This is an optimization exercise on Yosys and OpenROAD, whose aim is small area and a short achievable clock period, not a production implementation.
Function was checked by simulation only, so behaviour that the tests miss may differ from the original.

## flow/design.v (module list and top-level ports; edited modules follow where they fit)
// module iir_filter: 862 lines
// module iir_fa: 4 lines
module iir_filter(
    input clk,
    input rst,
    input signed [11:0] signal_i,
    output signed [11:0] signal_o
    );
  // ...
==> flow/run.sh <==
#!/bin/bash
# synth_recipe.tcl (not shown) runs the flow's synth.tcl, then flattens the netlist and writes it again
# the make line also repeats each setting of config.mk as NAME=value (left out here)
make -C /OpenROAD-flow-scripts/flow DESIGN_CONFIG=/design/flow/config.mk WORK_HOME=/design/flow/orfs CLKGATE_MAP_FILE= SYNTH_SCRIPT=/design/flow/synth_recipe.tcl finish
==> flow/config.mk <==
export PLATFORM = sky130hd
export DESIGN_NAME = iir_filter
export DESIGN_NICKNAME = iir_filter
export VERILOG_FILES = /design/flow/design.v
export SDC_FILE = /design/flow/constraint.sdc
export NUM_CORES = 4
export LEC_CHECK = 0
export CAP_MARGIN = 20
export CORE_MARGIN = 2
export CORE_UTILIZATION = 40
export PLACE_DENSITY = 0.6
export SLEW_MARGIN = 20
export SYNTH_HIERARCHICAL = 1
==> flow/constraint.sdc <==
create_clock -name core_clock -period 14.5 [get_ports {clk}]
set_input_delay 2.9000 -clock core_clock [delete_from_list [all_inputs] [get_ports {clk}]]
set_output_delay 2.9000 -clock core_clock [all_outputs]
set_load 0.01 [all_outputs]
==> impl_metrics.tcl, run 1 <==
set metrics [dict create \
    fin_crit_ns 7.77 \
    largest_reg_flops 20 \
    synth_cells 974 \
    placeableCoreArea_um2 36300 \
    crit_path_end_kind "flop" \
    finalHoldViolCount 0 \
    design.die.area_um2 38200 \
    synth_xor_area_share_pct 2.80 \
    buffers 34 \
    crit_fanout 4 \
    dpl_cell_area_um2 15600 \
    rrSetupSlack_ns 6.73 \
    cp.arrival_ns 8.09 \
    root_buffer "clkbuf_16" \
    path_buf_inv 2 \
    gr-usage-met2_pct 32.9 \
    sh_seq_area_pct 25.4 \
    startpoint_type "flop" \
    routabilityCongestion 0.879 \
    synth_flop_cell "dfrtp_1" \
    multi_input_area_share_pct 62.4 \
    taps 468 \
    synth_edf_count 0 \
    clk_pin_slew_ns 0.07 \
    met3_length_mm 1.19 \
    fmax_ghz 0.129 \
    cts.path.max_buffers 2 \
    drt_iter0_drc 434 \
    fin_skew_ns 0.0103 \
    max-cap-violations 0 \
    area_growth_pct 10.3 \
    cp-startpoint "x2[0]" \
    cp_data_required_time_ns 14.82 \
    cts.hold.buffers_added 0 \
    postSynth.asyncResetShare_pct 100 \
    grt_first_pass_wirelength_mm 53.7 \
    status "finished clean" \
]
==> run 2: changes to the inputs <==
==> flow/design.v (replaced) <==
module iir_filter(
    input clk,
    input rst,
    input signed [11:0] signal_i,
    output signed [11:0] signal_o
    );
reg [11:0] yr, y1, y2, y3, y4;    
reg [11:0] x1, x2, x3, x4, x5;    
reg [20:0] q, r;
wire [12:0] p = {x1[11], x1} + {x2[11], x2};
wire wa1, wa2;
assign wa1 = ~(q[4] ^ x1[4]);
assign wa2 = q[4] | x1[4];
wire wa3, wa4;
iir_fa uwa3 (.a(q[5]), .b(x1[5]), .c(wa2), .s(wa3), .co(wa4));
wire wa5, wa6;
iir_fa uwa5 (.a(q[6]), .b(x1[6]), .c(~yr[2]), .s(wa5), .co(wa6));
wire wa7, wa8;
iir_fa uwa7 (.a(q[7]), .b(x1[0]), .c(x1[7]), .s(wa7), .co(wa8));
wire wa9, wa10;
iir_fa uwa9 (.a(~yr[3]), .b(wa6), .c(wa7), .s(wa9), .co(wa10));
wire wa11, wa12;
assign wa11 = ~(q[8] ^ x1[1]);
assign wa12 = q[8] | x1[1];
wire wa13, wa14;
iir_fa uwa13 (.a(x1[8]), .b(wa11), .c(wa8), .s(wa13), .co(wa14));
wire wa15, wa16;
iir_fa uwa15 (.a(yr[0]), .b(yr[4]), .c(~wa10), .s(wa15), .co(wa16));
wire wa17, wa18;
iir_fa uwa17 (.a(q[9]), .b(x1[2]), .c(x1[9]), .s(wa17), .co(wa18));
wire wa19, wa20;
iir_fa uwa19 (.a(yr[1]), .b(yr[5]), .c(~wa12), .s(wa19), .co(wa20));
wire wa21, wa22;
iir_fa uwa21 (.a(wa17), .b(~wa19), .c(wa14), .s(wa21), .co(wa22));
wire wa23, wa24;
iir_fa uwa23 (.a(q[10]), .b(x1[3]), .c(x1[10]), .s(wa23), .co(wa24));
wire wa25, wa26;
iir_fa uwa25 (.a(yr[2]), .b(yr[6]), .c(wa20), .s(wa25), .co(wa26));
wire wa27, wa28;
iir_fa uwa27 (.a(wa18), .b(wa23), .c(wa22), .s(wa27), .co(wa28));
wire wa29, wa30;
assign wa29 = ~(q[11] ^ x1[4]);
assign wa30 = q[11] | x1[4];
wire wa31, wa32;
iir_fa uwa31 (.a(x1[11]), .b(yr[3]), .c(yr[7]), .s(wa31), .co(wa32));
wire wa33, wa34;
iir_fa uwa33 (.a(wa29), .b(wa24), .c(~wa31), .s(wa33), .co(wa34));
wire wa35, wa36;
iir_fa uwa35 (.a(wa33), .b(~wa26), .c(wa28), .s(wa35), .co(wa36));
wire wa37, wa38;
assign wa37 = ~(q[12] ^ x1[5]);
assign wa38 = q[12] | x1[5];
wire wa39, wa40;
iir_fa uwa39 (.a(yr[4]), .b(yr[8]), .c(wa32), .s(wa39), .co(wa40));
wire wa41, wa42;
iir_fa uwa41 (.a(wa30), .b(wa37), .c(wa34), .s(wa41), .co(wa42));
wire wa43, wa44;
iir_fa uwa43 (.a(~wa39), .b(wa41), .c(wa36), .s(wa43), .co(wa44));
wire wa45, wa46;
assign wa45 = ~(q[13] ^ x1[6]);
assign wa46 = q[13] | x1[6];
wire wa47, wa48;
iir_fa uwa47 (.a(yr[5]), .b(yr[9]), .c(~wa38), .s(wa47), .co(wa48));
wire wa49, wa50;
iir_fa uwa49 (.a(~wa45), .b(wa47), .c(wa40), .s(wa49), .co(wa50));
wire wa51, wa52;
iir_fa uwa51 (.a(wa42), .b(~wa49), .c(wa44), .s(wa51), .co(wa52));
wire wa53, wa54;
assign wa53 = ~(q[14] ^ x1[7]);
assign wa54 = q[14] | x1[7];
wire wa55, wa56;
iir_fa uwa55 (.a(yr[6]), .b(yr[10]), .c(wa48), .s(wa55), .co(wa56));
wire wa57, wa58;
iir_fa uwa57 (.a(wa46), .b(wa53), .c(~wa55), .s(wa57), .co(wa58));
wire wa59, wa60;
iir_fa uwa59 (.a(~wa50), .b(wa57), .c(wa52), .s(wa59), .co(wa60));
wire wa61, wa62;
iir_fa uwa61 (.a(q[15]), .b(x1[8]), .c(yr[11]), .s(wa61), .co(wa62));
wire wa63, wa64;
iir_fa uwa63 (.a(~yr[7]), .b(wa54), .c(wa61), .s(wa63), .co(wa64));
wire wa65, wa66;
iir_fa uwa65 (.a(wa63), .b(~wa56), .c(wa58), .s(wa65), .co(wa66));
wire wa67, wa68;
assign wa67 = ~(q[16] ^ x1[9]);
assign wa68 = q[16] | x1[9];
wire wa69, wa70;
iir_fa uwa69 (.a(wa67), .b(wa62), .c(wa64), .s(wa69), .co(wa70));
wire wa71, wa72;
iir_fa uwa71 (.a(~yr[8]), .b(wa69), .c(wa66), .s(wa71), .co(wa72));
wire wa73, wa74;
assign wa73 = ~(q[17] ^ x1[10]);
assign wa74 = q[17] | x1[10];
wire wa75, wa76;
iir_fa uwa75 (.a(~yr[9]), .b(wa68), .c(wa73), .s(wa75), .co(wa76));
wire wa77, wa78;
iir_fa uwa77 (.a(wa75), .b(wa70), .c(wa72), .s(wa77), .co(wa78));
wire wa79, wa80;
iir_fa uwa79 (.a(~q[18]), .b(x1[11]), .c(yr[10]), .s(wa79), .co(wa80));
wire wa81, wa82;
iir_fa uwa81 (.a(wa74), .b(~wa79), .c(wa76), .s(wa81), .co(wa82));
wire wa83, wa84;
iir_fa uwa83 (.a(q[19]), .b(yr[11]), .c(~wa80), .s(wa83), .co(wa84));
wire wa85, wa86;
assign wa85 = ~(q[20] ^ wa84);
assign wa86 = q[20] | wa84;
wire [20:0] w = {wa85, wa82, wa78, wa77, wa71, wa60, wa59, wa51, wa43, wa35, ~wa25, ~wa16, wa13, wa9, wa4, ~yr[1], ~yr[0], q[3], q[2], q[1], q[0]} + {1'b0, wa83, wa81, 1'b0, 1'b0, wa65, 1'b0, 1'b0, 1'b0, 1'b0, wa27, wa21, ~wa15, 1'b0, wa5, wa3, wa1, x1[3], x1[2], x1[1], x1[0]};
wire ya1, ya2;
iir_fa uya1 (.a(w[3]), .b(signal_i[0]), .c(signal_i[2]), .s(ya1), .co(ya2));
wire ya3, ya4;
iir_fa uya3 (.a(w[4]), .b(signal_i[0]), .c(signal_i[1]), .s(ya3), .co(ya4));
wire ya5, ya6;
iir_fa uya5 (.a(signal_i[3]), .b(ya2), .c(ya3), .s(ya5), .co(ya6));
wire ya7, ya8;
iir_fa uya7 (.a(w[5]), .b(signal_i[1]), .c(signal_i[2]), .s(ya7), .co(ya8));
wire ya9, ya10;
iir_fa uya9 (.a(signal_i[4]), .b(ya4), .c(ya7), .s(ya9), .co(ya10));
wire ya11, ya12;
iir_fa uya11 (.a(w[6]), .b(signal_i[2]), .c(signal_i[3]), .s(ya11), .co(ya12));
wire ya13, ya14;
iir_fa uya13 (.a(signal_i[5]), .b(ya8), .c(ya11), .s(ya13), .co(ya14));
wire ya15, ya16;
iir_fa uya15 (.a(w[7]), .b(signal_i[3]), .c(signal_i[4]), .s(ya15), .co(ya16));
wire ya17, ya18;
iir_fa uya17 (.a(signal_i[6]), .b(ya12), .c(ya15), .s(ya17), .co(ya18));
wire ya19, ya20;
iir_fa uya19 (.a(w[8]), .b(signal_i[4]), .c(signal_i[5]), .s(ya19), .co(ya20));
wire ya21, ya22;
iir_fa uya21 (.a(signal_i[7]), .b(ya16), .c(ya19), .s(ya21), .co(ya22));
wire ya23, ya24;
iir_fa uya23 (.a(w[9]), .b(signal_i[5]), .c(signal_i[6]), .s(ya23), .co(ya24));
wire ya25, ya26;
iir_fa uya25 (.a(signal_i[8]), .b(ya20), .c(ya23), .s(ya25), .co(ya26));
wire ya27, ya28;
iir_fa uya27 (.a(w[10]), .b(signal_i[6]), .c(signal_i[7]), .s(ya27), .co(ya28));
wire ya29, ya30;
iir_fa uya29 (.a(signal_i[9]), .b(ya24), .c(ya27), .s(ya29), .co(ya30));
wire ya31, ya32;
iir_fa uya31 (.a(w[11]), .b(signal_i[7]), .c(signal_i[8]), .s(ya31), .co(ya32));
wire ya33, ya34;
iir_fa uya33 (.a(signal_i[10]), .b(ya28), .c(ya31), .s(ya33), .co(ya34));
wire ya35, ya36;
assign ya35 = ~(w[12] ^ signal_i[8]);
assign ya36 = w[12] | signal_i[8];
wire ya37, ya38;
iir_fa uya37 (.a(signal_i[9]), .b(ya35), .c(ya32), .s(ya37), .co(ya38));
wire ya39, ya40;
iir_fa uya39 (.a(~signal_i[11]), .b(ya34), .c(ya37), .s(ya39), .co(ya40));
wire ya41, ya42;
assign ya41 = ~(w[13] ^ signal_i[9]);
assign ya42 = w[13] | signal_i[9];
wire ya43, ya44;
iir_fa uya43 (.a(signal_i[10]), .b(ya36), .c(ya41), .s(ya43), .co(ya44));
wire ya45, ya46;
iir_fa uya45 (.a(ya43), .b(ya38), .c(ya40), .s(ya45), .co(ya46));
wire ya47, ya48;
iir_fa uya47 (.a(w[14]), .b(signal_i[10]), .c(ya42), .s(ya47), .co(ya48));
wire ya49, ya50;
iir_fa uya49 (.a(~signal_i[11]), .b(ya44), .c(ya47), .s(ya49), .co(ya50));
wire ya51, ya52;
iir_fa uya51 (.a(w[15]), .b(ya48), .c(ya50), .s(ya51), .co(ya52));
wire ya53, ya54;
assign ya53 = ~(w[16] ^ ya52);
assign ya54 = w[16] | ya52;
wire ya55, ya56;
assign ya55 = ~(w[17] ^ ya54);
assign ya56 = w[17] | ya54;
wire ya57, ya58;
assign ya57 = ~(w[18] ^ ya56);
assign ya58 = w[18] | ya56;
wire ya59, ya60;
assign ya59 = ~(w[19] ^ ya58);
assign ya60 = w[19] | ya58;
wire ya61, ya62;
assign ya61 = ~(w[20] ^ ya60);
assign ya62 = w[20] | ya60;
wire [20:0] ysum = {ya61, ya59, ya57, ya55, ya53, ~signal_i[11], ya46, ya45, ya39, ya30, ya26, ya22, ya18, ya14, ya10, ya6, ya5, ya1, w[2], w[1], w[0]} + {1'b0, 1'b0, 1'b0, 1'b0, 1'b0, ya51, ya49, 1'b0, 1'b0, ya33, ya29, ya25, ya21, ya17, ya13, ya9, 1'b0, 1'b0, signal_i[1], signal_i[0], 1'b0};
wire qa1, qa2;
iir_fa uqa1 (.a(~r[0]), .b(yr[0]), .c(y2[0]), .s(qa1), .co(qa2));
wire qa3, qa4;
assign qa3 = ~(r[1] ^ ~yr[1]);
assign qa4 = r[1] | ~yr[1];
wire qa5, qa6;
iir_fa uqa5 (.a(y1[0]), .b(~y2[1]), .c(qa3), .s(qa5), .co(qa6));
wire qa7, qa8;
assign qa7 = ~(r[2] ^ ~x1[0]);
assign qa8 = r[2] | ~x1[0];
wire qa9, qa10;
iir_fa uqa9 (.a(y1[0]), .b(y1[1]), .c(y2[0]), .s(qa9), .co(qa10));
wire qa11, qa12;
iir_fa uqa11 (.a(qa4), .b(qa7), .c(qa9), .s(qa11), .co(qa12));
wire qa13, qa14;
iir_fa uqa13 (.a(yr[2]), .b(y2[2]), .c(~qa6), .s(qa13), .co(qa14));
wire qa15, qa16;
iir_fa uqa15 (.a(r[3]), .b(y1[1]), .c(y1[2]), .s(qa15), .co(qa16));
wire qa17, qa18;
iir_fa uqa17 (.a(x1[1]), .b(yr[3]), .c(y2[3]), .s(qa17), .co(qa18));
wire qa19, qa20;
iir_fa uqa19 (.a(y2[1]), .b(qa8), .c(qa10), .s(qa19), .co(qa20));
wire qa21, qa22;
iir_fa uqa21 (.a(qa15), .b(qa12), .c(qa19), .s(qa21), .co(qa22));
wire qa23, qa24;
iir_fa uqa23 (.a(qa17), .b(qa14), .c(~qa21), .s(qa23), .co(qa24));
wire qa25, qa26;
iir_fa uqa25 (.a(r[4]), .b(y1[2]), .c(y1[3]), .s(qa25), .co(qa26));
wire qa27, qa28;
iir_fa uqa27 (.a(x1[2]), .b(yr[4]), .c(y2[4]), .s(qa27), .co(qa28));
wire qa29, qa30;
iir_fa uqa29 (.a(y2[2]), .b(qa16), .c(qa25), .s(qa29), .co(qa30));
wire qa31, qa32;
iir_fa uqa31 (.a(qa20), .b(qa29), .c(qa22), .s(qa31), .co(qa32));
wire qa33, qa34;
iir_fa uqa33 (.a(qa18), .b(qa27), .c(qa24), .s(qa33), .co(qa34));
wire qa35, qa36;
assign qa35 = ~(r[5] ^ ~x1[3]);
assign qa36 = r[5] | ~x1[3];
wire qa37, qa38;
iir_fa uqa37 (.a(yr[0]), .b(yr[5]), .c(y2[5]), .s(qa37), .co(qa38));
wire qa39, qa40;
iir_fa uqa39 (.a(y1[3]), .b(y1[4]), .c(y2[3]), .s(qa39), .co(qa40));
wire qa41, qa42;
iir_fa uqa41 (.a(qa35), .b(qa26), .c(qa39), .s(qa41), .co(qa42));
wire qa43, qa44;
iir_fa uqa43 (.a(qa28), .b(qa37), .c(~qa30), .s(qa43), .co(qa44));
wire qa45, qa46;
iir_fa uqa45 (.a(qa41), .b(~qa43), .c(qa32), .s(qa45), .co(qa46));
wire qa47, qa48;
iir_fa uqa47 (.a(r[6]), .b(x1[0]), .c(y1[4]), .s(qa47), .co(qa48));
wire qa49, qa50;
iir_fa uqa49 (.a(x1[4]), .b(yr[0]), .c(yr[1]), .s(qa49), .co(qa50));
wire qa51, qa52;
iir_fa uqa51 (.a(yr[6]), .b(y2[0]), .c(y2[6]), .s(qa51), .co(qa52));
wire qa53, qa54;
iir_fa uqa53 (.a(y1[5]), .b(y2[4]), .c(qa36), .s(qa53), .co(qa54));
wire qa55, qa56;
iir_fa uqa55 (.a(qa38), .b(qa49), .c(qa51), .s(qa55), .co(qa56));
wire qa57, qa58;
iir_fa uqa57 (.a(qa40), .b(qa47), .c(qa53), .s(qa57), .co(qa58));
wire qa59, qa60;
iir_fa uqa59 (.a(qa42), .b(~qa55), .c(qa57), .s(qa59), .co(qa60));
wire qa61, qa62;
iir_fa uqa61 (.a(~qa44), .b(qa59), .c(qa46), .s(qa61), .co(qa62));
wire qa63, qa64;
iir_fa uqa63 (.a(r[7]), .b(x1[1]), .c(y1[5]), .s(qa63), .co(qa64));
wire qa65, qa66;
iir_fa uqa65 (.a(x1[5]), .b(yr[1]), .c(yr[2]), .s(qa65), .co(qa66));
wire qa67, qa68;
iir_fa uqa67 (.a(yr[7]), .b(y2[0]), .c(y2[1]), .s(qa67), .co(qa68));
wire qa69, qa70;
iir_fa uqa69 (.a(y1[6]), .b(y2[5]), .c(qa48), .s(qa69), .co(qa70));
wire qa71, qa72;
iir_fa uqa71 (.a(y2[7]), .b(qa50), .c(qa52), .s(qa71), .co(qa72));
wire qa73, qa74;
iir_fa uqa73 (.a(qa63), .b(qa54), .c(qa69), .s(qa73), .co(qa74));
wire qa75, qa76;
iir_fa uqa75 (.a(qa65), .b(qa67), .c(qa56), .s(qa75), .co(qa76));
wire qa77, qa78;
iir_fa uqa77 (.a(qa58), .b(qa73), .c(qa60), .s(qa77), .co(qa78));
wire qa79, qa80;
iir_fa uqa79 (.a(qa71), .b(qa75), .c(~qa77), .s(qa79), .co(qa80));
wire qa81, qa82;
iir_fa uqa81 (.a(r[8]), .b(x1[0]), .c(x1[2]), .s(qa81), .co(qa82));
wire qa83, qa84;
iir_fa uqa83 (.a(x1[6]), .b(yr[2]), .c(yr[3]), .s(qa83), .co(qa84));
wire qa85, qa86;
iir_fa uqa85 (.a(yr[8]), .b(y1[0]), .c(y2[1]), .s(qa85), .co(qa86));
wire qa87, qa88;
iir_fa uqa87 (.a(y1[6]), .b(y1[7]), .c(y2[6]), .s(qa87), .co(qa88));
wire qa89, qa90;
iir_fa uqa89 (.a(y2[2]), .b(y2[8]), .c(qa66), .s(qa89), .co(qa90));
wire qa91, qa92;
iir_fa uqa91 (.a(qa64), .b(qa81), .c(qa87), .s(qa91), .co(qa92));
wire qa93, qa94;
iir_fa uqa93 (.a(qa68), .b(qa83), .c(qa85), .s(qa93), .co(qa94));
wire qa95, qa96;
iir_fa uqa95 (.a(qa72), .b(qa89), .c(qa93), .s(qa95), .co(qa96));
wire qa97, qa98;
iir_fa uqa97 (.a(qa70), .b(qa91), .c(qa74), .s(qa97), .co(qa98));
wire qa99, qa100;
iir_fa uqa99 (.a(qa76), .b(qa95), .c(~qa97), .s(qa99), .co(qa100));
wire qa101, qa102;
iir_fa uqa101 (.a(~qa78), .b(qa99), .c(qa80), .s(qa101), .co(qa102));
wire qa103, qa104;
iir_fa uqa103 (.a(r[9]), .b(x1[1]), .c(x1[3]), .s(qa103), .co(qa104));
wire qa105, qa106;
iir_fa uqa105 (.a(x1[7]), .b(yr[0]), .c(yr[3]), .s(qa105), .co(qa106));
wire qa107, qa108;
iir_fa uqa107 (.a(yr[4]), .b(yr[9]), .c(y1[1]), .s(qa107), .co(qa108));
wire qa109, qa110;
iir_fa uqa109 (.a(y1[7]), .b(y1[8]), .c(y2[7]), .s(qa109), .co(qa110));
wire qa111, qa112;
iir_fa uqa111 (.a(y2[2]), .b(y2[3]), .c(y2[9]), .s(qa111), .co(qa112));
wire qa113, qa114;
iir_fa uqa113 (.a(qa82), .b(qa88), .c(qa103), .s(qa113), .co(qa114));
wire qa115, qa116;
iir_fa uqa115 (.a(qa84), .b(qa86), .c(qa105), .s(qa115), .co(qa116));
wire qa117, qa118;
iir_fa uqa117 (.a(qa107), .b(qa111), .c(qa90), .s(qa117), .co(qa118));
wire qa119, qa120;
iir_fa uqa119 (.a(qa109), .b(qa92), .c(qa113), .s(qa119), .co(qa120));
wire qa121, qa122;
iir_fa uqa121 (.a(qa94), .b(qa115), .c(qa117), .s(qa121), .co(qa122));
wire qa123, qa124;
iir_fa uqa123 (.a(qa96), .b(qa121), .c(qa100), .s(qa123), .co(qa124));
wire qa125, qa126;
iir_fa uqa125 (.a(qa119), .b(qa98), .c(~qa123), .s(qa125), .co(qa126));
wire qa127, qa128;
assign qa127 = ~(r[10] ^ x1[2]);
assign qa128 = r[10] | x1[2];
wire qa129, qa130;
iir_fa uqa129 (.a(x1[8]), .b(yr[1]), .c(yr[4]), .s(qa129), .co(qa130));
wire qa131, qa132;
iir_fa uqa131 (.a(x1[4]), .b(y1[8]), .c(y1[9]), .s(qa131), .co(qa132));
wire qa133, qa134;
iir_fa uqa133 (.a(yr[5]), .b(yr[10]), .c(y1[2]), .s(qa133), .co(qa134));
wire qa135, qa136;
iir_fa uqa135 (.a(y2[3]), .b(y2[4]), .c(y2[10]), .s(qa135), .co(qa136));
wire qa137, qa138;
iir_fa uqa137 (.a(y2[8]), .b(qa127), .c(qa104), .s(qa137), .co(qa138));
wire qa139, qa140;
iir_fa uqa139 (.a(qa106), .b(qa108), .c(qa112), .s(qa139), .co(qa140));
wire qa141, qa142;
iir_fa uqa141 (.a(qa129), .b(qa133), .c(qa135), .s(qa141), .co(qa142));
wire qa143, qa144;
iir_fa uqa143 (.a(qa110), .b(qa131), .c(qa114), .s(qa143), .co(qa144));
wire qa145, qa146;
iir_fa uqa145 (.a(qa116), .b(qa139), .c(qa141), .s(qa145), .co(qa146));
wire qa147, qa148;
iir_fa uqa147 (.a(qa137), .b(qa143), .c(qa120), .s(qa147), .co(qa148));
wire qa149, qa150;
iir_fa uqa149 (.a(qa118), .b(qa145), .c(qa122), .s(qa149), .co(qa150));
wire qa151, qa152;
iir_fa uqa151 (.a(~qa147), .b(qa149), .c(qa124), .s(qa151), .co(qa152));
wire qa153, qa154;
iir_fa uqa153 (.a(r[11]), .b(x1[3]), .c(x1[5]), .s(qa153), .co(qa154));
wire qa155, qa156;
iir_fa uqa155 (.a(x1[9]), .b(yr[2]), .c(yr[5]), .s(qa155), .co(qa156));
wire qa157, qa158;
iir_fa uqa157 (.a(yr[6]), .b(y1[3]), .c(y2[4]), .s(qa157), .co(qa158));
wire qa159, qa160;
iir_fa uqa159 (.a(yr[11]), .b(y1[9]), .c(y1[10]), .s(qa159), .co(qa160));
wire qa161, qa162;
iir_fa uqa161 (.a(y2[9]), .b(y2[11]), .c(qa128), .s(qa161), .co(qa162));
wire qa163, qa164;
iir_fa uqa163 (.a(y2[5]), .b(qa130), .c(qa134), .s(qa163), .co(qa164));
wire qa165, qa166;
iir_fa uqa165 (.a(qa132), .b(qa153), .c(qa159), .s(qa165), .co(qa166));
wire qa167, qa168;
iir_fa uqa167 (.a(qa136), .b(qa155), .c(qa157), .s(qa167), .co(qa168));
wire qa169, qa170;
iir_fa uqa169 (.a(qa140), .b(qa142), .c(qa163), .s(qa169), .co(qa170));
wire qa171, qa172;
iir_fa uqa171 (.a(qa161), .b(qa138), .c(qa165), .s(qa171), .co(qa172));
wire qa173, qa174;
iir_fa uqa173 (.a(qa167), .b(qa169), .c(qa146), .s(qa173), .co(qa174));
wire qa175, qa176;
iir_fa uqa175 (.a(qa144), .b(qa171), .c(qa148), .s(qa175), .co(qa176));
wire qa177, qa178;
iir_fa uqa177 (.a(qa173), .b(qa150), .c(~qa175), .s(qa177), .co(qa178));
wire qa179, qa180;
iir_fa uqa179 (.a(r[12]), .b(x1[4]), .c(x1[6]), .s(qa179), .co(qa180));
wire qa181, qa182;
iir_fa uqa181 (.a(x1[10]), .b(yr[3]), .c(yr[6]), .s(qa181), .co(qa182));
wire qa183, qa184;
iir_fa uqa183 (.a(yr[7]), .b(y1[4]), .c(y1[11]), .s(qa183), .co(qa184));
wire qa185, qa186;
iir_fa uqa185 (.a(y1[10]), .b(y2[10]), .c(qa154), .s(qa185), .co(qa186));
wire qa187, qa188;
iir_fa uqa187 (.a(y2[5]), .b(y2[6]), .c(qa156), .s(qa187), .co(qa188));
wire qa189, qa190;
iir_fa uqa189 (.a(qa158), .b(qa181), .c(qa183), .s(qa189), .co(qa190));
wire qa191, qa192;
iir_fa uqa191 (.a(qa160), .b(qa179), .c(qa162), .s(qa191), .co(qa192));
wire qa193, qa194;
iir_fa uqa193 (.a(qa164), .b(qa168), .c(qa187), .s(qa193), .co(qa194));
wire qa195, qa196;
iir_fa uqa195 (.a(qa166), .b(qa185), .c(qa191), .s(qa195), .co(qa196));
wire qa197, qa198;
iir_fa uqa197 (.a(qa189), .b(qa170), .c(qa193), .s(qa197), .co(qa198));
wire qa199, qa200;
iir_fa uqa199 (.a(qa172), .b(qa195), .c(qa176), .s(qa199), .co(qa200));
wire qa201, qa202;
iir_fa uqa201 (.a(qa174), .b(qa197), .c(qa178), .s(qa201), .co(qa202));
wire qa203, qa204;
iir_fa uqa203 (.a(r[13]), .b(x1[5]), .c(x1[7]), .s(qa203), .co(qa204));
wire qa205, qa206;
iir_fa uqa205 (.a(yr[4]), .b(yr[7]), .c(yr[8]), .s(qa205), .co(qa206));
wire qa207, qa208;
iir_fa uqa207 (.a(y1[5]), .b(y1[11]), .c(y2[6]), .s(qa207), .co(qa208));
wire qa209, qa210;
iir_fa uqa209 (.a(y2[7]), .b(y2[11]), .c(qa182), .s(qa209), .co(qa210));
wire qa211, qa212;
iir_fa uqa211 (.a(x1[11]), .b(qa180), .c(qa203), .s(qa211), .co(qa212));
wire qa213, qa214;
iir_fa uqa213 (.a(qa184), .b(qa205), .c(qa207), .s(qa213), .co(qa214));
wire qa215, qa216;
iir_fa uqa215 (.a(qa188), .b(qa190), .c(qa209), .s(qa215), .co(qa216));
wire qa217, qa218;
iir_fa uqa217 (.a(qa186), .b(qa211), .c(qa192), .s(qa217), .co(qa218));
wire qa219, qa220;
iir_fa uqa219 (.a(qa213), .b(qa194), .c(qa215), .s(qa219), .co(qa220));
wire qa221, qa222;
iir_fa uqa221 (.a(qa196), .b(qa217), .c(~qa198), .s(qa221), .co(qa222));
wire qa223, qa224;
iir_fa uqa223 (.a(~qa219), .b(qa221), .c(qa200), .s(qa223), .co(qa224));
wire qa225, qa226;
iir_fa uqa225 (.a(r[14]), .b(x1[6]), .c(x1[8]), .s(qa225), .co(qa226));
wire qa227, qa228;
iir_fa uqa227 (.a(yr[5]), .b(yr[8]), .c(yr[9]), .s(qa227), .co(qa228));
wire qa229, qa230;
iir_fa uqa229 (.a(y1[6]), .b(y2[7]), .c(y2[8]), .s(qa229), .co(qa230));
wire qa231, qa232;
iir_fa uqa231 (.a(qa206), .b(qa208), .c(qa227), .s(qa231), .co(qa232));
wire qa233, qa234;
iir_fa uqa233 (.a(qa204), .b(qa225), .c(qa212), .s(qa233), .co(qa234));
wire qa235, qa236;
iir_fa uqa235 (.a(qa229), .b(qa210), .c(qa214), .s(qa235), .co(qa236));
wire qa237, qa238;
iir_fa uqa237 (.a(qa231), .b(qa216), .c(qa235), .s(qa237), .co(qa238));
wire qa239, qa240;
iir_fa uqa239 (.a(qa233), .b(qa218), .c(qa222), .s(qa239), .co(qa240));
wire qa241, qa242;
iir_fa uqa241 (.a(qa220), .b(qa237), .c(~qa239), .s(qa241), .co(qa242));
wire qa243, qa244;
assign qa243 = ~(r[15] ^ x1[7]);
assign qa244 = r[15] | x1[7];
wire qa245, qa246;
iir_fa uqa245 (.a(yr[6]), .b(yr[9]), .c(yr[10]), .s(qa245), .co(qa246));
wire qa247, qa248;
iir_fa uqa247 (.a(y1[7]), .b(y2[8]), .c(y2[9]), .s(qa247), .co(qa248));
wire qa249, qa250;
iir_fa uqa249 (.a(x1[9]), .b(qa243), .c(qa226), .s(qa249), .co(qa250));
wire qa251, qa252;
iir_fa uqa251 (.a(qa228), .b(qa230), .c(qa245), .s(qa251), .co(qa252));
wire qa253, qa254;
iir_fa uqa253 (.a(qa247), .b(qa232), .c(qa251), .s(qa253), .co(qa254));
wire qa255, qa256;
iir_fa uqa255 (.a(qa236), .b(qa253), .c(qa238), .s(qa255), .co(qa256));
wire qa257, qa258;
iir_fa uqa257 (.a(qa249), .b(qa234), .c(qa240), .s(qa257), .co(qa258));
wire qa259, qa260;
iir_fa uqa259 (.a(qa255), .b(qa242), .c(~qa257), .s(qa259), .co(qa260));
wire qa261, qa262;
iir_fa uqa261 (.a(r[16]), .b(x1[8]), .c(x1[10]), .s(qa261), .co(qa262));
wire qa263, qa264;
iir_fa uqa263 (.a(yr[7]), .b(yr[10]), .c(y1[8]), .s(qa263), .co(qa264));
wire qa265, qa266;
iir_fa uqa265 (.a(y2[9]), .b(y2[10]), .c(qa246), .s(qa265), .co(qa266));
wire qa267, qa268;
iir_fa uqa267 (.a(yr[11]), .b(qa244), .c(qa261), .s(qa267), .co(qa268));
wire qa269, qa270;
iir_fa uqa269 (.a(qa248), .b(qa263), .c(qa252), .s(qa269), .co(qa270));
wire qa271, qa272;
iir_fa uqa271 (.a(qa265), .b(qa269), .c(qa254), .s(qa271), .co(qa272));
wire qa273, qa274;
iir_fa uqa273 (.a(qa250), .b(qa267), .c(~qa271), .s(qa273), .co(qa274));
wire qa275, qa276;
iir_fa uqa275 (.a(~qa256), .b(qa273), .c(qa258), .s(qa275), .co(qa276));
wire qa277, qa278;
iir_fa uqa277 (.a(r[17]), .b(x1[9]), .c(yr[11]), .s(qa277), .co(qa278));
wire qa279, qa280;
iir_fa uqa279 (.a(x1[11]), .b(yr[8]), .c(y1[9]), .s(qa279), .co(qa280));
wire qa281, qa282;
iir_fa uqa281 (.a(y2[10]), .b(qa264), .c(qa279), .s(qa281), .co(qa282));
wire qa283, qa284;
iir_fa uqa283 (.a(y2[11]), .b(qa262), .c(qa277), .s(qa283), .co(qa284));
wire qa285, qa286;
iir_fa uqa285 (.a(qa266), .b(qa281), .c(qa270), .s(qa285), .co(qa286));
wire qa287, qa288;
iir_fa uqa287 (.a(qa268), .b(qa283), .c(qa274), .s(qa287), .co(qa288));
wire qa289, qa290;
iir_fa uqa289 (.a(qa272), .b(qa285), .c(~qa287), .s(qa289), .co(qa290));
wire qa291, qa292;
assign qa291 = ~(r[18] ^ x1[10]);
assign qa292 = r[18] | x1[10];
wire qa293, qa294;
iir_fa uqa293 (.a(yr[9]), .b(y1[10]), .c(qa280), .s(qa293), .co(qa294));
wire qa295, qa296;
iir_fa uqa295 (.a(y2[11]), .b(qa291), .c(qa278), .s(qa295), .co(qa296));
wire qa297, qa298;
iir_fa uqa297 (.a(qa282), .b(~qa284), .c(qa293), .s(qa297), .co(qa298));
wire qa299, qa300;
iir_fa uqa299 (.a(~qa295), .b(qa297), .c(qa286), .s(qa299), .co(qa300));
wire qa301, qa302;
iir_fa uqa301 (.a(qa299), .b(~qa288), .c(qa290), .s(qa301), .co(qa302));
wire qa303, qa304;
iir_fa uqa303 (.a(r[19]), .b(y1[11]), .c(qa292), .s(qa303), .co(qa304));
wire qa305, qa306;
iir_fa uqa305 (.a(x1[11]), .b(yr[10]), .c(qa294), .s(qa305), .co(qa306));
wire qa307, qa308;
iir_fa uqa307 (.a(qa303), .b(qa296), .c(~qa298), .s(qa307), .co(qa308));
wire qa309, qa310;
iir_fa uqa309 (.a(qa305), .b(~qa307), .c(qa300), .s(qa309), .co(qa310));
wire qa311, qa312;
assign qa311 = ~(r[20] ^ yr[11]);
assign qa312 = r[20] | yr[11];
wire qa313, qa314;
iir_fa uqa313 (.a(qa311), .b(qa304), .c(qa308), .s(qa313), .co(qa314));
wire qa315, qa316;
iir_fa uqa315 (.a(qa306), .b(~qa313), .c(qa310), .s(qa315), .co(qa316));
wire [20:0] qsum = {~qa315, ~qa302, ~qa301, qa276, ~qa260, ~qa259, qa224, ~qa202, qa199, ~qa152, qa126, ~qa102, ~qa101, qa62, qa61, ~qa34, qa31, ~qa23, qa11, ~qa2, ~qa1} + {1'b0, ~qa309, 1'b0, ~qa289, qa275, 1'b0, ~qa241, qa223, ~qa201, ~qa177, ~qa151, qa125, 1'b0, ~qa79, 1'b0, qa45, ~qa33, 1'b0, ~qa13, qa5, 1'b0};
wire ra1, ra2;
assign ra1 = ~(x4[0] ^ ~y2[0]);
assign ra2 = x4[0] | ~y2[0];
wire ra3, ra4;
iir_fa ura3 (.a(y3[0]), .b(y4[0]), .c(~ra1), .s(ra3), .co(ra4));
wire ra5, ra6;
iir_fa ura5 (.a(y2[1]), .b(y3[1]), .c(y4[1]), .s(ra5), .co(ra6));
wire ra7, ra8;
iir_fa ura7 (.a(x4[1]), .b(x5[0]), .c(ra2), .s(ra7), .co(ra8));
wire ra9, ra10;
iir_fa ura9 (.a(ra5), .b(ra4), .c(p[0]), .s(ra9), .co(ra10));
wire ra11, ra12;
assign ra11 = ~(~x3[0] ^ x4[2]);
assign ra12 = ~x3[0] | x4[2];
wire ra13, ra14;
iir_fa ura13 (.a(y2[2]), .b(y3[0]), .c(y3[2]), .s(ra13), .co(ra14));
wire ra15, ra16;
iir_fa ura15 (.a(y4[2]), .b(ra6), .c(ra13), .s(ra15), .co(ra16));
wire ra17, ra18;
iir_fa ura17 (.a(x5[1]), .b(ra11), .c(ra8), .s(ra17), .co(ra18));
wire ra19, ra20;
iir_fa ura19 (.a(ra15), .b(p[1]), .c(ra10), .s(ra19), .co(ra20));
wire ra21, ra22;
iir_fa ura21 (.a(x3[1]), .b(y2[3]), .c(y3[0]), .s(ra21), .co(ra22));
wire ra23, ra24;
iir_fa ura23 (.a(x4[3]), .b(x5[0]), .c(x5[2]), .s(ra23), .co(ra24));
wire ra25, ra26;
iir_fa ura25 (.a(y3[1]), .b(y3[3]), .c(y4[3]), .s(ra25), .co(ra26));
wire ra27, ra28;
iir_fa ura27 (.a(ra14), .b(ra21), .c(ra25), .s(ra27), .co(ra28));
wire ra29, ra30;
iir_fa ura29 (.a(ra16), .b(ra27), .c(p[2]), .s(ra29), .co(ra30));
wire ra31, ra32;
iir_fa ura31 (.a(ra12), .b(ra23), .c(ra18), .s(ra31), .co(ra32));
wire ra33, ra34;
iir_fa ura33 (.a(ra29), .b(~ra31), .c(ra20), .s(ra33), .co(ra34));
wire ra35, ra36;
iir_fa ura35 (.a(x3[2]), .b(y2[0]), .c(y2[4]), .s(ra35), .co(ra36));
wire ra37, ra38;
iir_fa ura37 (.a(x4[4]), .b(x5[0]), .c(x5[1]), .s(ra37), .co(ra38));
wire ra39, ra40;
iir_fa ura39 (.a(y3[1]), .b(y3[2]), .c(y3[4]), .s(ra39), .co(ra40));
wire ra41, ra42;
iir_fa ura41 (.a(y4[4]), .b(ra22), .c(ra26), .s(ra41), .co(ra42));
wire ra43, ra44;
iir_fa ura43 (.a(x5[3]), .b(ra24), .c(ra37), .s(ra43), .co(ra44));
wire ra45, ra46;
iir_fa ura45 (.a(ra35), .b(ra39), .c(ra28), .s(ra45), .co(ra46));
wire ra47, ra48;
iir_fa ura47 (.a(ra41), .b(p[3]), .c(ra45), .s(ra47), .co(ra48));
wire ra49, ra50;
iir_fa ura49 (.a(ra43), .b(~ra30), .c(ra32), .s(ra49), .co(ra50));
wire ra51, ra52;
iir_fa ura51 (.a(ra47), .b(~ra49), .c(ra34), .s(ra51), .co(ra52));
wire ra53, ra54;
assign ra53 = ~(~x3[3] ^ x4[5]);
assign ra54 = ~x3[3] | x4[5];
wire ra55, ra56;
iir_fa ura55 (.a(x5[1]), .b(x5[2]), .c(x5[4]), .s(ra55), .co(ra56));
wire ra57, ra58;
iir_fa ura57 (.a(y2[0]), .b(y2[1]), .c(y2[5]), .s(ra57), .co(ra58));
wire ra59, ra60;
iir_fa ura59 (.a(y3[2]), .b(y3[3]), .c(y3[5]), .s(ra59), .co(ra60));
wire ra61, ra62;
iir_fa ura61 (.a(y4[5]), .b(ra36), .c(ra40), .s(ra61), .co(ra62));
wire ra63, ra64;
iir_fa ura63 (.a(ra53), .b(ra38), .c(ra55), .s(ra63), .co(ra64));
wire ra65, ra66;
iir_fa ura65 (.a(ra57), .b(ra59), .c(ra42), .s(ra65), .co(ra66));
wire ra67, ra68;
iir_fa ura67 (.a(ra61), .b(p[0]), .c(p[4]), .s(ra67), .co(ra68));
wire ra69, ra70;
iir_fa ura69 (.a(ra46), .b(ra65), .c(ra67), .s(ra69), .co(ra70));
wire ra71, ra72;
iir_fa ura71 (.a(ra44), .b(ra63), .c(ra50), .s(ra71), .co(ra72));
wire ra73, ra74;
iir_fa ura73 (.a(ra48), .b(ra69), .c(ra52), .s(ra73), .co(ra74));
wire ra75, ra76;
assign ra75 = ~(x3[0] ^ ~x3[4]);
assign ra76 = x3[0] | ~x3[4];
wire ra77, ra78;
iir_fa ura77 (.a(x4[6]), .b(x5[2]), .c(x5[3]), .s(ra77), .co(ra78));
wire ra79, ra80;
iir_fa ura79 (.a(y2[1]), .b(y2[2]), .c(y2[6]), .s(ra79), .co(ra80));
wire ra81, ra82;
iir_fa ura81 (.a(y3[3]), .b(y3[4]), .c(y3[6]), .s(ra81), .co(ra82));
wire ra83, ra84;
iir_fa ura83 (.a(x5[5]), .b(ra54), .c(ra75), .s(ra83), .co(ra84));
wire ra85, ra86;
iir_fa ura85 (.a(y4[6]), .b(ra58), .c(ra60), .s(ra85), .co(ra86));
wire ra87, ra88;
iir_fa ura87 (.a(ra56), .b(ra77), .c(ra83), .s(ra87), .co(ra88));
wire ra89, ra90;
iir_fa ura89 (.a(ra79), .b(ra81), .c(ra62), .s(ra89), .co(ra90));
wire ra91, ra92;
iir_fa ura91 (.a(ra85), .b(p[1]), .c(p[5]), .s(ra91), .co(ra92));
wire ra93, ra94;
iir_fa ura93 (.a(ra66), .b(ra89), .c(ra68), .s(ra93), .co(ra94));
wire ra95, ra96;
iir_fa ura95 (.a(ra91), .b(ra70), .c(ra93), .s(ra95), .co(ra96));
wire ra97, ra98;
iir_fa ura97 (.a(ra64), .b(ra87), .c(ra72), .s(ra97), .co(ra98));
wire ra99, ra100;
iir_fa ura99 (.a(ra95), .b(~ra97), .c(ra74), .s(ra99), .co(ra100));
wire ra101, ra102;
iir_fa ura101 (.a(x3[1]), .b(x4[0]), .c(x4[7]), .s(ra101), .co(ra102));
wire ra103, ra104;
iir_fa ura103 (.a(x3[5]), .b(y2[2]), .c(y2[3]), .s(ra103), .co(ra104));
wire ra105, ra106;
iir_fa ura105 (.a(x5[3]), .b(x5[4]), .c(x5[6]), .s(ra105), .co(ra106));
wire ra107, ra108;
iir_fa ura107 (.a(y2[7]), .b(y3[4]), .c(y3[5]), .s(ra107), .co(ra108));
wire ra109, ra110;
iir_fa ura109 (.a(y3[7]), .b(y4[7]), .c(ra80), .s(ra109), .co(ra110));
wire ra111, ra112;
iir_fa ura111 (.a(ra76), .b(ra78), .c(ra101), .s(ra111), .co(ra112));
wire ra113, ra114;
iir_fa ura113 (.a(ra82), .b(ra103), .c(ra107), .s(ra113), .co(ra114));
wire ra115, ra116;
iir_fa ura115 (.a(ra105), .b(ra84), .c(ra111), .s(ra115), .co(ra116));
wire ra117, ra118;
iir_fa ura117 (.a(ra86), .b(ra109), .c(ra113), .s(ra117), .co(ra118));
wire ra119, ra120;
iir_fa ura119 (.a(p[2]), .b(p[6]), .c(ra90), .s(ra119), .co(ra120));
wire ra121, ra122;
iir_fa ura121 (.a(ra117), .b(ra92), .c(ra119), .s(ra121), .co(ra122));
wire ra123, ra124;
iir_fa ura123 (.a(ra94), .b(ra121), .c(ra96), .s(ra123), .co(ra124));
wire ra125, ra126;
iir_fa ura125 (.a(ra88), .b(ra115), .c(ra98), .s(ra125), .co(ra126));
wire ra127, ra128;
iir_fa ura127 (.a(ra123), .b(~ra125), .c(ra100), .s(ra127), .co(ra128));
wire ra129, ra130;
iir_fa ura129 (.a(x3[0]), .b(x3[2]), .c(x4[1]), .s(ra129), .co(ra130));
wire ra131, ra132;
iir_fa ura131 (.a(x3[6]), .b(y2[3]), .c(y2[4]), .s(ra131), .co(ra132));
wire ra133, ra134;
iir_fa ura133 (.a(x4[8]), .b(x5[4]), .c(x5[5]), .s(ra133), .co(ra134));
wire ra135, ra136;
iir_fa ura135 (.a(y2[8]), .b(y3[5]), .c(y3[6]), .s(ra135), .co(ra136));
wire ra137, ra138;
iir_fa ura137 (.a(x5[7]), .b(ra102), .c(ra106), .s(ra137), .co(ra138));
wire ra139, ra140;
iir_fa ura139 (.a(y3[8]), .b(y4[8]), .c(ra104), .s(ra139), .co(ra140));
wire ra141, ra142;
iir_fa ura141 (.a(ra108), .b(ra131), .c(ra135), .s(ra141), .co(ra142));
wire ra143, ra144;
iir_fa ura143 (.a(ra129), .b(ra133), .c(ra112), .s(ra143), .co(ra144));
wire ra145, ra146;
iir_fa ura145 (.a(ra110), .b(ra114), .c(ra139), .s(ra145), .co(ra146));
wire ra147, ra148;
iir_fa ura147 (.a(ra141), .b(p[3]), .c(p[7]), .s(ra147), .co(ra148));
wire ra149, ra150;
iir_fa ura149 (.a(ra137), .b(ra143), .c(ra116), .s(ra149), .co(ra150));
wire ra151, ra152;
iir_fa ura151 (.a(ra145), .b(ra118), .c(ra147), .s(ra151), .co(ra152));
wire ra153, ra154;
iir_fa ura153 (.a(ra120), .b(ra151), .c(ra122), .s(ra153), .co(ra154));
wire ra155, ra156;
iir_fa ura155 (.a(~ra149), .b(ra153), .c(ra124), .s(ra155), .co(ra156));
wire ra157, ra158;
iir_fa ura157 (.a(~ra126), .b(ra155), .c(ra128), .s(ra157), .co(ra158));
wire ra159, ra160;
iir_fa ura159 (.a(x3[1]), .b(x3[3]), .c(x4[2]), .s(ra159), .co(ra160));
wire ra161, ra162;
iir_fa ura161 (.a(x3[7]), .b(y2[4]), .c(y2[5]), .s(ra161), .co(ra162));
wire ra163, ra164;
iir_fa ura163 (.a(x4[9]), .b(x5[5]), .c(x5[6]), .s(ra163), .co(ra164));
wire ra165, ra166;
iir_fa ura165 (.a(y2[9]), .b(y3[6]), .c(y3[7]), .s(ra165), .co(ra166));
wire ra167, ra168;
iir_fa ura167 (.a(x5[8]), .b(ra130), .c(ra134), .s(ra167), .co(ra168));
wire ra169, ra170;
iir_fa ura169 (.a(y3[9]), .b(y4[9]), .c(ra132), .s(ra169), .co(ra170));
wire ra171, ra172;
iir_fa ura171 (.a(ra136), .b(ra161), .c(ra165), .s(ra171), .co(ra172));
wire ra173, ra174;
iir_fa ura173 (.a(ra159), .b(ra163), .c(ra138), .s(ra173), .co(ra174));
wire ra175, ra176;
iir_fa ura175 (.a(ra140), .b(ra142), .c(ra169), .s(ra175), .co(ra176));
wire ra177, ra178;
iir_fa ura177 (.a(ra171), .b(p[4]), .c(p[8]), .s(ra177), .co(ra178));
wire ra179, ra180;
iir_fa ura179 (.a(ra167), .b(p[0]), .c(ra144), .s(ra179), .co(ra180));
wire ra181, ra182;
iir_fa ura181 (.a(ra146), .b(ra175), .c(ra148), .s(ra181), .co(ra182));
wire ra183, ra184;
iir_fa ura183 (.a(ra173), .b(ra150), .c(ra179), .s(ra183), .co(ra184));
wire ra185, ra186;
iir_fa ura185 (.a(ra177), .b(ra152), .c(ra181), .s(ra185), .co(ra186));
wire ra187, ra188;
iir_fa ura187 (.a(~ra183), .b(ra185), .c(ra154), .s(ra187), .co(ra188));
wire ra189, ra190;
iir_fa ura189 (.a(ra187), .b(ra156), .c(ra158), .s(ra189), .co(ra190));
wire ra191, ra192;
iir_fa ura191 (.a(x3[2]), .b(x3[4]), .c(x4[3]), .s(ra191), .co(ra192));
wire ra193, ra194;
iir_fa ura193 (.a(x3[8]), .b(y2[5]), .c(y2[6]), .s(ra193), .co(ra194));
wire ra195, ra196;
iir_fa ura195 (.a(x4[10]), .b(x5[6]), .c(x5[7]), .s(ra195), .co(ra196));
wire ra197, ra198;
iir_fa ura197 (.a(y2[10]), .b(y3[7]), .c(y3[8]), .s(ra197), .co(ra198));
wire ra199, ra200;
iir_fa ura199 (.a(x5[9]), .b(ra160), .c(ra164), .s(ra199), .co(ra200));
wire ra201, ra202;
iir_fa ura201 (.a(y3[10]), .b(y4[10]), .c(ra162), .s(ra201), .co(ra202));
wire ra203, ra204;
iir_fa ura203 (.a(ra166), .b(ra193), .c(ra197), .s(ra203), .co(ra204));
wire ra205, ra206;
iir_fa ura205 (.a(ra191), .b(ra195), .c(ra168), .s(ra205), .co(ra206));
wire ra207, ra208;
iir_fa ura207 (.a(ra170), .b(ra172), .c(ra201), .s(ra207), .co(ra208));
wire ra209, ra210;
iir_fa ura209 (.a(ra203), .b(p[5]), .c(p[9]), .s(ra209), .co(ra210));
wire ra211, ra212;
iir_fa ura211 (.a(ra199), .b(p[1]), .c(ra174), .s(ra211), .co(ra212));
wire ra213, ra214;
iir_fa ura213 (.a(ra176), .b(ra207), .c(ra178), .s(ra213), .co(ra214));
wire ra215, ra216;
iir_fa ura215 (.a(ra205), .b(ra180), .c(ra211), .s(ra215), .co(ra216));
wire ra217, ra218;
iir_fa ura217 (.a(ra209), .b(ra182), .c(ra213), .s(ra217), .co(ra218));
wire ra219, ra220;
iir_fa ura219 (.a(ra184), .b(ra215), .c(~ra186), .s(ra219), .co(ra220));
wire ra221, ra222;
iir_fa ura221 (.a(ra217), .b(~ra219), .c(ra188), .s(ra221), .co(ra222));
wire ra223, ra224;
iir_fa ura223 (.a(x3[3]), .b(x3[5]), .c(x4[4]), .s(ra223), .co(ra224));
wire ra225, ra226;
iir_fa ura225 (.a(x3[9]), .b(x4[11]), .c(y2[6]), .s(ra225), .co(ra226));
wire ra227, ra228;
iir_fa ura227 (.a(x5[7]), .b(x5[8]), .c(x5[10]), .s(ra227), .co(ra228));
wire ra229, ra230;
iir_fa ura229 (.a(y2[7]), .b(y3[8]), .c(y3[9]), .s(ra229), .co(ra230));
wire ra231, ra232;
iir_fa ura231 (.a(y2[11]), .b(y3[11]), .c(y4[11]), .s(ra231), .co(ra232));
wire ra233, ra234;
iir_fa ura233 (.a(ra192), .b(ra196), .c(ra223), .s(ra233), .co(ra234));
wire ra235, ra236;
iir_fa ura235 (.a(ra194), .b(ra198), .c(ra225), .s(ra235), .co(ra236));
wire ra237, ra238;
iir_fa ura237 (.a(ra227), .b(ra231), .c(ra200), .s(ra237), .co(ra238));
wire ra239, ra240;
iir_fa ura239 (.a(ra229), .b(ra202), .c(ra204), .s(ra239), .co(ra240));
wire ra241, ra242;
iir_fa ura241 (.a(ra235), .b(p[6]), .c(p[10]), .s(ra241), .co(ra242));
wire ra243, ra244;
iir_fa ura243 (.a(ra233), .b(p[2]), .c(ra206), .s(ra243), .co(ra244));
wire ra245, ra246;
iir_fa ura245 (.a(ra208), .b(ra239), .c(ra210), .s(ra245), .co(ra246));
wire ra247, ra248;
iir_fa ura247 (.a(ra237), .b(ra212), .c(ra243), .s(ra247), .co(ra248));
wire ra249, ra250;
iir_fa ura249 (.a(ra241), .b(ra214), .c(ra245), .s(ra249), .co(ra250));
wire ra251, ra252;
iir_fa ura251 (.a(ra216), .b(ra247), .c(ra220), .s(ra251), .co(ra252));
wire ra253, ra254;
iir_fa ura253 (.a(ra218), .b(ra249), .c(ra222), .s(ra253), .co(ra254));
wire ra255, ra256;
assign ra255 = ~(x3[4] ^ x3[6]);
assign ra256 = x3[4] | x3[6];
wire ra257, ra258;
iir_fa ura257 (.a(x3[10]), .b(x5[11]), .c(y2[7]), .s(ra257), .co(ra258));
wire ra259, ra260;
iir_fa ura259 (.a(x4[5]), .b(x5[8]), .c(x5[9]), .s(ra259), .co(ra260));
wire ra261, ra262;
iir_fa ura261 (.a(y2[8]), .b(y3[9]), .c(y3[10]), .s(ra261), .co(ra262));
wire ra263, ra264;
iir_fa ura263 (.a(ra255), .b(ra224), .c(ra228), .s(ra263), .co(ra264));
wire ra265, ra266;
iir_fa ura265 (.a(ra226), .b(ra230), .c(ra257), .s(ra265), .co(ra266));
wire ra267, ra268;
iir_fa ura267 (.a(ra232), .b(ra259), .c(ra234), .s(ra267), .co(ra268));
wire ra269, ra270;
iir_fa ura269 (.a(ra261), .b(ra236), .c(ra265), .s(ra269), .co(ra270));
wire ra271, ra272;
iir_fa ura271 (.a(ra263), .b(p[3]), .c(ra238), .s(ra271), .co(ra272));
wire ra273, ra274;
iir_fa ura273 (.a(p[7]), .b(p[11]), .c(ra240), .s(ra273), .co(ra274));
wire ra275, ra276;
iir_fa ura275 (.a(ra267), .b(ra244), .c(ra271), .s(ra275), .co(ra276));
wire ra277, ra278;
iir_fa ura277 (.a(ra269), .b(ra242), .c(ra273), .s(ra277), .co(ra278));
wire ra279, ra280;
iir_fa ura279 (.a(ra246), .b(ra277), .c(ra250), .s(ra279), .co(ra280));
wire ra281, ra282;
iir_fa ura281 (.a(ra248), .b(ra275), .c(ra252), .s(ra281), .co(ra282));
wire ra283, ra284;
iir_fa ura283 (.a(ra279), .b(~ra281), .c(ra254), .s(ra283), .co(ra284));
wire ra285, ra286;
assign ra285 = ~(x3[5] ^ x3[7]);
assign ra286 = x3[5] | x3[7];
wire ra287, ra288;
iir_fa ura287 (.a(x3[11]), .b(x4[6]), .c(x5[9]), .s(ra287), .co(ra288));
wire ra289, ra290;
iir_fa ura289 (.a(y2[8]), .b(y2[9]), .c(y3[10]), .s(ra289), .co(ra290));
wire ra291, ra292;
iir_fa ura291 (.a(x5[10]), .b(y3[11]), .c(ra256), .s(ra291), .co(ra292));
wire ra293, ra294;
iir_fa ura293 (.a(ra285), .b(ra260), .c(ra287), .s(ra293), .co(ra294));
wire ra295, ra296;
iir_fa ura295 (.a(ra258), .b(ra262), .c(ra289), .s(ra295), .co(ra296));
wire ra297, ra298;
iir_fa ura297 (.a(ra291), .b(ra264), .c(ra293), .s(ra297), .co(ra298));
wire ra299, ra300;
iir_fa ura299 (.a(ra266), .b(ra295), .c(p[8]), .s(ra299), .co(ra300));
wire ra301, ra302;
iir_fa ura301 (.a(p[4]), .b(p[12]), .c(ra268), .s(ra301), .co(ra302));
wire ra303, ra304;
iir_fa ura303 (.a(ra270), .b(ra299), .c(ra274), .s(ra303), .co(ra304));
wire ra305, ra306;
iir_fa ura305 (.a(ra297), .b(ra272), .c(ra301), .s(ra305), .co(ra306));
wire ra307, ra308;
iir_fa ura307 (.a(~ra276), .b(ra278), .c(ra303), .s(ra307), .co(ra308));
wire ra309, ra310;
iir_fa ura309 (.a(~ra305), .b(ra307), .c(ra280), .s(ra309), .co(ra310));
wire ra311, ra312;
iir_fa ura311 (.a(ra309), .b(~ra282), .c(ra284), .s(ra311), .co(ra312));
wire ra313, ra314;
assign ra313 = ~(x3[6] ^ x3[8]);
assign ra314 = x3[6] | x3[8];
wire ra315, ra316;
iir_fa ura315 (.a(x4[7]), .b(x5[10]), .c(y3[11]), .s(ra315), .co(ra316));
wire ra317, ra318;
iir_fa ura317 (.a(x5[11]), .b(y2[9]), .c(y2[10]), .s(ra317), .co(ra318));
wire ra319, ra320;
iir_fa ura319 (.a(ra286), .b(ra313), .c(ra288), .s(ra319), .co(ra320));
wire ra321, ra322;
iir_fa ura321 (.a(ra290), .b(ra317), .c(ra296), .s(ra321), .co(ra322));
wire ra323, ra324;
iir_fa ura323 (.a(ra315), .b(ra292), .c(ra294), .s(ra323), .co(ra324));
wire ra325, ra326;
iir_fa ura325 (.a(ra319), .b(p[5]), .c(ra323), .s(ra325), .co(ra326));
wire ra327, ra328;
iir_fa ura327 (.a(p[9]), .b(ra321), .c(ra300), .s(ra327), .co(ra328));
wire ra329, ra330;
iir_fa ura329 (.a(ra298), .b(ra302), .c(ra325), .s(ra329), .co(ra330));
wire ra331, ra332;
iir_fa ura331 (.a(ra327), .b(ra304), .c(ra308), .s(ra331), .co(ra332));
wire ra333, ra334;
iir_fa ura333 (.a(ra306), .b(ra329), .c(~ra331), .s(ra333), .co(ra334));
wire ra335, ra336;
iir_fa ura335 (.a(ra310), .b(~ra333), .c(ra312), .s(ra335), .co(ra336));
wire ra337, ra338;
assign ra337 = ~(x3[7] ^ x3[9]);
assign ra338 = x3[7] | x3[9];
wire ra339, ra340;
iir_fa ura339 (.a(x4[8]), .b(y2[11]), .c(ra314), .s(ra339), .co(ra340));
wire ra341, ra342;
iir_fa ura341 (.a(x5[11]), .b(y2[10]), .c(ra318), .s(ra341), .co(ra342));
wire ra343, ra344;
iir_fa ura343 (.a(ra337), .b(ra316), .c(ra339), .s(ra343), .co(ra344));
wire ra345, ra346;
iir_fa ura345 (.a(ra320), .b(p[6]), .c(ra343), .s(ra345), .co(ra346));
wire ra347, ra348;
iir_fa ura347 (.a(ra341), .b(p[10]), .c(ra322), .s(ra347), .co(ra348));
wire ra349, ra350;
iir_fa ura349 (.a(ra324), .b(ra345), .c(ra326), .s(ra349), .co(ra350));
wire ra351, ra352;
iir_fa ura351 (.a(ra347), .b(ra328), .c(~ra330), .s(ra351), .co(ra352));
wire ra353, ra354;
iir_fa ura353 (.a(~ra349), .b(ra351), .c(ra332), .s(ra353), .co(ra354));
wire ra355, ra356;
iir_fa ura355 (.a(~ra334), .b(ra353), .c(ra336), .s(ra355), .co(ra356));
wire ra357, ra358;
iir_fa ura357 (.a(x3[8]), .b(x3[10]), .c(x4[9]), .s(ra357), .co(ra358));
wire ra359, ra360;
iir_fa ura359 (.a(y2[11]), .b(ra338), .c(ra357), .s(ra359), .co(ra360));
wire ra361, ra362;
iir_fa ura361 (.a(ra340), .b(ra359), .c(p[7]), .s(ra361), .co(ra362));
wire ra363, ra364;
iir_fa ura363 (.a(ra344), .b(ra361), .c(ra346), .s(ra363), .co(ra364));
wire ra365, ra366;
iir_fa ura365 (.a(ra342), .b(p[11]), .c(ra348), .s(ra365), .co(ra366));
wire ra367, ra368;
iir_fa ura367 (.a(ra363), .b(ra350), .c(~ra365), .s(ra367), .co(ra368));
wire ra369, ra370;
iir_fa ura369 (.a(ra352), .b(~ra367), .c(ra354), .s(ra369), .co(ra370));
wire ra371, ra372;
iir_fa ura371 (.a(x3[9]), .b(x4[10]), .c(ra358), .s(ra371), .co(ra372));
wire ra373, ra374;
iir_fa ura373 (.a(ra360), .b(ra371), .c(p[8]), .s(ra373), .co(ra374));
wire ra375, ra376;
iir_fa ura375 (.a(p[12]), .b(ra362), .c(ra373), .s(ra375), .co(ra376));
wire ra377, ra378;
iir_fa ura377 (.a(~x3[11]), .b(ra375), .c(ra364), .s(ra377), .co(ra378));
wire ra379, ra380;
iir_fa ura379 (.a(~ra366), .b(ra377), .c(ra368), .s(ra379), .co(ra380));
wire ra381, ra382;
assign ra381 = ~(x3[10] ^ ~x4[11]);
assign ra382 = x3[10] | ~x4[11];
wire ra383, ra384;
iir_fa ura383 (.a(ra381), .b(ra372), .c(p[9]), .s(ra383), .co(ra384));
wire ra385, ra386;
iir_fa ura385 (.a(ra374), .b(ra383), .c(ra376), .s(ra385), .co(ra386));
wire ra387, ra388;
iir_fa ura387 (.a(ra385), .b(ra378), .c(ra380), .s(ra387), .co(ra388));
wire ra389, ra390;
assign ra389 = ~(~x3[11] ^ ra382);
assign ra390 = ~x3[11] | ra382;
wire ra391, ra392;
iir_fa ura391 (.a(ra389), .b(p[10]), .c(ra384), .s(ra391), .co(ra392));
wire ra393, ra394;
iir_fa ura393 (.a(ra391), .b(ra386), .c(ra388), .s(ra393), .co(ra394));
wire ra395, ra396;
iir_fa ura395 (.a(ra390), .b(p[11]), .c(ra392), .s(ra395), .co(ra396));
wire [20:0] rsum = {ra394, ra393, ra387, ~ra370, ~ra356, ~ra355, ~ra335, ~ra311, ~ra283, ra251, ~ra190, ~ra189, ~ra157, ~ra127, ~ra99, ra71, ~ra51, ~ra33, ra17, ra7, ~ra3} + {ra395, 1'b0, 1'b0, ra379, ~ra369, 1'b0, 1'b0, 1'b0, 1'b0, ~ra253, ~ra221, 1'b0, 1'b0, 1'b0, 1'b0, ~ra73, 1'b0, 1'b0, ~ra19, ~ra9, 1'b0};
always @(posedge clk or posedge rst) begin
    if (rst) begin
        yr <= 12'd0; y1 <= 12'd0; y2 <= 12'd0; y3 <= 12'd0; y4 <= 12'd0;
        x1 <= 12'd0; x2 <= 12'd0; x3 <= 12'd0; x4 <= 12'd0; x5 <= 12'd0;
        q <= 21'd0; r <= 21'd0;
    end else begin
        yr <= ysum[20:9]; y1 <= yr; y2 <= y1; y3 <= y2; y4 <= y3;
        x1 <= signal_i; x2 <= x1; x3 <= x2; x4 <= x3; x5 <= x4;
        q <= qsum; r <= rsum;
    end
end
assign signal_o = yr;
endmodule
module iir_fa(input a, input b, input c, output s, output co);
assign s = a ^ b ^ c;
assign co = (a & b) | (c & (a ^ b));
endmodule
==> run 2 against run 1 <==
  * Still clean on timing, DRC and antenna
  * Via count increased by 12%
  * Sequential share of layout area decreased by 2.0 points
  * Worst setup slack got worse by 0.22 ns
  * Clock skew increased by 0.0057 ns
  * Critical path depth decreased by 2
  * Register-to-register slack got worse by 0.22 ns
==> impl_metrics.tcl, run 2 <==
set metrics [dict create \
    yosysTopAreaCell "fa_1" \
    crit_path_end_kind "flop" \
    design.die.area_um2 41200 \
    grt_max_degree 84 \
    fin_skew_ns 0.0159 \
    setup_viol 0 \
    cp_top_family "adder cells" \
    die_width_um 203 \
    via_count 8457 \
    synth.area.mux_share_pct 0.0632 \
    cp_common_cell "fa_1" \
    tns_ns 0 \
    die_h_um 203 \
    cts_tree "built" \
    avgSynthCellArea_um2 13.9 \
    synth_most_common_cell "fa_1" \
    final_nets 1685 \
    wl_per_cell_um 19.6 \
    startpoint_type "flop" \
    synthAdderAreaFrac_pct 57.4 \
    cp_data_required_time_ns 14.87 \
    clkSinkCount 162 \
    io-pin-count 26 \
    post_cts_buffers 0 \
    grt.overflow.total 0 \
    cts_buffers 17 \
    clk_pin_slew_ns 0.08 \
    area_growth_pct 9.56 \
    finalHoldViolCount 0 \
    grt_setup_unrepaired "no" \
    synth_top_cell_area_share_pct 50.7 \
    final_common_cell "fa_1" \
    drv_slew 0 \
    crit_path_cell_trace "ha_1, inv_1, fa_1, nor2b_1, o21ai_0, a21boi_0, o21a_1, nor2_1, xnor2_1, fa_1, fa_1, fa_1, fa_1, fa_1, fa_1, fa_1, fa_1, fa_1, fa_1, nor4_1, nand2_1, o31a_1, xnor2_1" \
    io_buffers 25 \
    mostFrequentLayoutCells "fa_1, inv_1, dfrtp_1" \
    yosys_warnings 7 \
    period_share_pct 55.0 \
    fillers 3487 \
    grt_pass1_vias 10200 \
    setup_ws_ns 6.52 \
    synth_flop_cell "dfrtp_1" \
    yosys.area_share.simple_pct 3.61 \
    hold_class "reg2reg" \
    initial_core_util_pct 40.8 \
    synth_cell_type_count 49 \
    ys_seq_area_share_pct 25.6 \
    drt_iter0_drc 463 \
    cp_slowest_cell "dfrtp_1" \
    drive_above_1_share_pct 3.76 \
    place_worst_setup_slack_ns 6.42 \
    multiInputGateArea_um2 11100 \
    synth_xor_area_share_pct 4.09 \
    drc 0 \
    fmax_ghz 0.125 \
    fin_crit_ns 7.98 \
    slowest_delay_ns 0.57 \
    syn_nets 1640 \
    drt_wl_total_mm 33.6 \
    n_antenna_cell 0 \
    status "finished clean" \
    firstDrtPassIters 7 \
    dp_hpwl_mm 27.9 \
    grt_first_pass_wirelength_mm 57.4 \
    synth_area_leaders "fa_1, dfrtp_1, ha_1" \
    path_buf_inv 1 \
    timing.rr.start "x1[0]" \
    clk_latency_ns 0.44 \
    critical_path_class "reg2reg" \
    post_cts_resized 0 \
    track_usage_pct 18.8 \
    synth_cells 1140 \
    cts.hold.buffers_added 0 \
    worst_slew_pin_slew_ns 0.815 \
    seqCellArea_um2 4050 \
    max-cap-violations 0 \
    reg_top3 "q: 21 flops, r: 21 flops" \
    crit_fanout 8 \
    synth_top_family_by_area "adder cells" \
    routabilityCongestion 0.825 \
    cp-startpoint "x1[0]" \
    synth_compound_area_share_pct 4.61 \
    cp.arrival_ns 8.35 \
    placeableCoreArea_um2 38800 \
    rows 72 \
    vias_per_cell 4.93 \
    slew-limit-headroom_pct 45.6 \
    synthTopCellsByCount "fa_1, inv_1, dfrtp_1" \
    ys_ff_latch 162 \
    hold_start "x2[3]" \
    fin_hold_ws_ns 0.380 \
    ant_nets 0 \
    cts.path.max_buffers 2 \
    antenna_found_initial 1 \
    htree_levels 4 \
    fin_util_pct 44.7 \
    synth_edf_count 0 \
    postSynth.asyncResetShare_pct 100 \
    root_buffer "clkbuf_16" \
    synth_area_um2 15800 \
]
==> run 2: kinds of logic after synthesis <==
kind of cell | after synthesis
adder cells (fa/ha/maj) | 486
buffers and inverters | 196
flip-flops | 162
AND/OR/NAND/NOR | 113
AO/OA/AOI/OAI | 108
XOR/XNOR | 74
multiplexers | 1
==> run 2: area by class of cell <==
type | count | area share, %
tap | 518 | 3.73
clock inverter | 14 | 0.923
clock buffer | 18 | 2.53
inverter | 196 | 4.27
multi-input combinational | 782 | 63.7
sequential | 162 | 23.4
timing repair buffer | 26 | 1.51
==> run 2: Yosys stat by module, one instance, submodules excluded <==
module,cells inside,cell area (um^2)
iir_fa,1,20.0
iir_filter,743,7890
==> run 2: final timing paths <==
| check | depth (start not counted) | end | slack, ns |
|---|---|---|---|
| worst min register to register | 0 | x3[3] | 0.38 |
| worst max-delay path | 23 | r[20] | 6.52 |
| worst max register to register | 23 | r[20] | 6.52 |
| worst min-delay path | 0 | x3[3] | 0.38 |
| max in group asynchronous | 3 | x4[2] | 10.28 |
| min in group asynchronous | 2 | r[20] | 3.00 |
==> run 2: through the flow <==
| step | cell area, um^2 | instances |
|---|---|---|
| global placement | 16800 | 1684 |
| finish | 17400 | 1716 |
| floorplan | 15800 | 1140 |
| global route | 17400 | 1716 |
| detailed placement | 16800 | 1684 |
| CTS | 17400 | 1716 |
==> run 2: routing by layer <==
metal | track usage [%] | vias up | wire, um
li1 | - | 3637 | -
met1 | 25.3 | 4641 | 14700
met2 | 31.7 | 145 | 17100
met3 | 3.11 | 32 | 1220
met4 | 4.95 | 2 | 592
met5 | 0 | - | 9

-- re-timing with driven ports --
The results above use ideal ports. As a check the final layouts listed here were re-extracted and re-timed, cells and wires unchanged. Step 1 assumes that a clkbuf_16 drives the clock port and a buf_2 every other input. Step 2, shift: input delay + t, output delay - t, t = (earliest + latest rising clock arrival at the registers) / 2. This alone moves slack from input paths to output paths. a / b / c = no drivers / after step 1 / after step 2; a / b = the first two.
run	t, ns	slack for setup (ns)	hold slack, ns	worst setup path after step 2	worst slew at a driven data input, ns
run 1	0.490	6.734 / 6.734 / 6.562	0.381 / 0.381 / 0.381	input to register	0.04
run 2	0.489	6.519 / 6.519 / 6.519	0.380 / 0.380 / 0.380	register to register	0.03
After both steps setup and hold are still met in every run listed. The setup slack of run 1, which loses most, moves by 0.000 ns with the drivers and by -0.172 ns with both steps.
